This design comes from an exercise in tuning for small area on the open sky130 flow, not from production work. The RTL was checked by simulation tests, not by an equivalence proof against the original design. No activity file was given, so power comes from the tool's default toggle rates.

== run 1 ==
// adder_tree
module adder_tree (
    input           clk,
    input           rst_n,
    input  [127:0]  s_axis_din_data,
    input           s_axis_din_valid,
    output          s_axis_din_ready,
    output [11:0]   m_axis_dout_data,
    output          m_axis_dout_valid,
    input           m_axis_dout_ready
);
==> flow/config.mk <==
export PLATFORM = sky130hd
export DESIGN_NAME = adder_tree
export DESIGN_NICKNAME = adder_tree
export VERILOG_FILES = /design/flow/design.v
export SDC_FILE = /design/flow/constraint.sdc
export NUM_CORES = 4
export LEC_CHECK = 0
export ABC_AREA = 1
export CAP_MARGIN = 20
export CORE_MARGIN = 2
export CORE_UTILIZATION = 65
export GPL_TIMING_DRIVEN = 1
export SETUP_SLACK_MARGIN = 0
export SLEW_MARGIN = 20
export SYNTH_HIERARCHICAL = 1
export SYNTH_MINIMUM_KEEP_SIZE = 0
==> flow/constraint.sdc <==
create_clock -name core_clock -period 3.7 [get_ports {clk}]
set_input_delay 0.7400 -clock core_clock [delete_from_list [all_inputs] [get_ports {clk}]]
set_output_delay 0.7400 -clock core_clock [all_outputs]
set_load 0.01 [all_outputs]
standard.sh (not shown) runs the stock make flow with config.mk's settings and CLKGATE_MAP_FILE= SYNTH_SCRIPT=/design/flow/synth_recipe.tcl, a recipe that flattens the netlist after the stock synthesis.
==> flow/flow/run.sh <==
#!/bin/bash
# Own layout flow: the standard ORFS flow (standard.sh, unchanged
# synthesis), with two layout choices changed:
#  - the port buffers that global placement inserts on every input and output
#    are the smallest buffer, sky130_fd_sc_hd__buf_1, instead of the default
#    pick (a delay cell), and
#  - clock tree synthesis uses small clock buffers and inserts no dummy loads.
# Every tool's full output is kept: make's output in flow_make.log, and each
# ORFS step's log under orfs/logs/.
set -euo pipefail
cd "$(dirname "${BASH_SOURCE[0]}")/.."
CTS_BUFS="${CTS_BUFS:-sky130_fd_sc_hd__clkbuf_4}"
bash standard.sh REMOVE_ABC_BUFFERS=1 \
  "BUFFER_PORTS_ARGS=-buffer_cell sky130_fd_sc_hd__buf_1" \
  "CTS_ARGS=-sink_clustering_enable -repair_clock_nets -dont_use_dummy_load -sink_clustering_size ${CTS_CLUSTER:-10} -buf_list $CTS_BUFS" \
  finish > flow_make.log 2>&1
test -f out/final.def
#### Input delta (run 2 over run 1)
- clearing GPL_TIMING_DRIVEN, which used to be 1
- clearing ABC_AREA, which used to be 1
- swapping 0 for 0.05 in SETUP_SLACK_MARGIN
- swapping 65 for 80 in CORE_UTILIZATION
Findings:
- Run 2 is listed as incomplete: the tool reported an error in detailed placement (3_5_place_dp) and the run ended there.
- Going from run 1 to run 2, count of boundary I/O pins was more or less identical; post-synthesis cell area roughly the same.
- Status: share of synthesized area occupied by flip-flops and latches parity (run 2, run 1)
- Post-synthesis share of cell area spent on and, or, nand and nor gates was lower in run 1 than in run 2.
Changes in run 3 relative to run 2:
- CORE_UTILIZATION: 80 -> 65
[summary]
Run 2 → run 3: starting utilization of the core area has decreased; synthesized area has remained practically unchanged; routability congestion estimate from global placement has increased.
Run 3 has completed all stages; timing, DRC and antenna checks passed.
For run 2, the flow was terminated by a tool error in detailed placement (3_5_place_dp) and produced no final design.
Run 3 ends up with a die outline height that is about 10% higher than in run 2.
Modified inputs, run 4 compared to run 3
- changing CORE_UTILIZATION from 65 to 45
- setting CTS_BUF_LIST to sky130_fd_sc_hd__clkbuf_4 for the first time
- setting ABC_AREA to 1 for the first time
==> flow/run.sh (new file) <==
#!/bin/bash
# synth_recipe.tcl (not shown) runs the flow's synth.tcl, then flattens the netlist and writes it again
# the make line also repeats each setting of config.mk as NAME=value (left out here)
make -C /OpenROAD-flow-scripts/flow DESIGN_CONFIG=/design/flow/config.mk WORK_HOME=/design/flow/orfs CLKGATE_MAP_FILE= SYNTH_SCRIPT=/design/flow/synth_recipe.tcl finish
removed: flow/flow/run.sh
removed: flow/standard.sh
Notes after the runs:
- Run 4: PASS, flow complete, no timing, DRC or antenna violations
- As of run 4, first-iteration detailed-routing DRC count had fallen by more than 10% compared to run 3.
- Run 4 vs. run 3: total power consumption of the routed design went up about 12%; worst max-slew margin expressed relative to the limit went up 1.5 points.
Inputs modified between run 4 and run 5:
- SETUP_SLACK_MARGIN now -0.1, was 0.05
- CTS_BUF_LIST no longer set, was sky130_fd_sc_hd__clkbuf_4
- CORE_UTILIZATION now 65, was 45
==> flow/flow/run.sh (new file) <==
#!/bin/bash
# Own layout flow: the standard ORFS flow (standard.sh, unchanged
# synthesis), with two layout choices changed:
#  - the port buffers that global placement inserts on every input and output
#    are the smallest buffer, sky130_fd_sc_hd__buf_1, instead of the default
#    pick (a delay cell), and
#  - clock tree synthesis uses small clock buffers and inserts no dummy loads.
# Every tool's full output is kept: make's output in flow_make.log, and each
# ORFS step's log under orfs/logs/.
set -euo pipefail
cd "$(dirname "${BASH_SOURCE[0]}")/.."
CTS_BUFS="${CTS_BUFS:-sky130_fd_sc_hd__clkbuf_4}"
bash standard.sh REMOVE_ABC_BUFFERS=1 \
  "BUFFER_PORTS_ARGS=-buffer_cell sky130_fd_sc_hd__buf_1" \
  "CTS_ARGS=-sink_clustering_enable -repair_clock_nets -dont_use_dummy_load -sink_clustering_size ${CTS_CLUSTER:-10} -buf_list $CTS_BUFS" \
  finish > flow_make.log 2>&1
test -f out/final.def
==> flow/standard.sh (new file) <==
#!/bin/bash
# synth_recipe.tcl (not shown) runs the flow's synth.tcl, then flattens the netlist and writes it again
# the make line also repeats each setting of config.mk as NAME=value (left out here)
make -C /OpenROAD-flow-scripts/flow DESIGN_CONFIG=/design/flow/config.mk WORK_HOME=/design/flow/orfs CLKGATE_MAP_FILE= SYNTH_SCRIPT=/design/flow/synth_recipe.tcl "${@:-finish}"
removed: flow/run.sh
[summary]
Final-layout non-clock buffer area share: run 5 vs run 4 down 14 points. Relative to run 4, fraction of the cycle the final worst path needs has increased by 0.22 points in run 5. Comparing run 5 and run 4, the lower clock-buffer cell count is on run 5. Relative to run 4, non-clock buffer instance count of the final layout has gone down in run 5. Relative to run 4, the via density per instance of run 5 is higher by about 6.5%. Die: run 5 smaller than run 4. Summary — global-route wire length before repair, run 5 relative to run 4: lower, by 14%. Diff run 4 -> run 5: final wirelength shows a reduction of 22%, critical path depth rose 1.

## static timing again, ports no longer ideal
How much do the figures lean on ideal ports? The routed layouts below were timed once more, with nothing changed but the port constraints. Step 1: set_driving_cell puts a clkbuf_16 on clk and a buf_2 on each other input, an assumption about the parent block. Step 2 adds t to the input delays and takes it off the output delays; t is the mean of the earliest and latest rising clock arrival at the registers after step 1. Input paths then give back, and output paths get back, about the clock's delay inside the block. Slacks: ideal / step 1 / step 2; pairs: ideal / step 1.
run	t (ns)	setup WS [ns]	hold WS [ns]	clock arrival spread, ns	worst register clock-pin slew, ns
run 1	0.297	0.124 / 0.118 / -0.178	0.645 / 0.646 / 0.806	0.001 / 0.001	0.09 / 0.09
run 3	0.304	0.100 / 0.079 / -0.189	0.672 / 0.671 / 0.710	0.014 / 0.013	0.10 / 0.10
run 4	0.312	0.078 / 0.075 / -0.238	0.775 / 0.775 / 0.775	0.006 / 0.005	0.11 / 0.11
run 5	0.298	0.070 / 0.051 / -0.178	0.644 / 0.646 / 0.809	0.001 / 0.002	0.09 / 0.09
With both steps, setup timing fails in every run listed, where it was met with ideal ports. For run 4, which loses most, drivers alone change the setup slack by -0.003 ns; drivers and shift together by -0.316 ns.
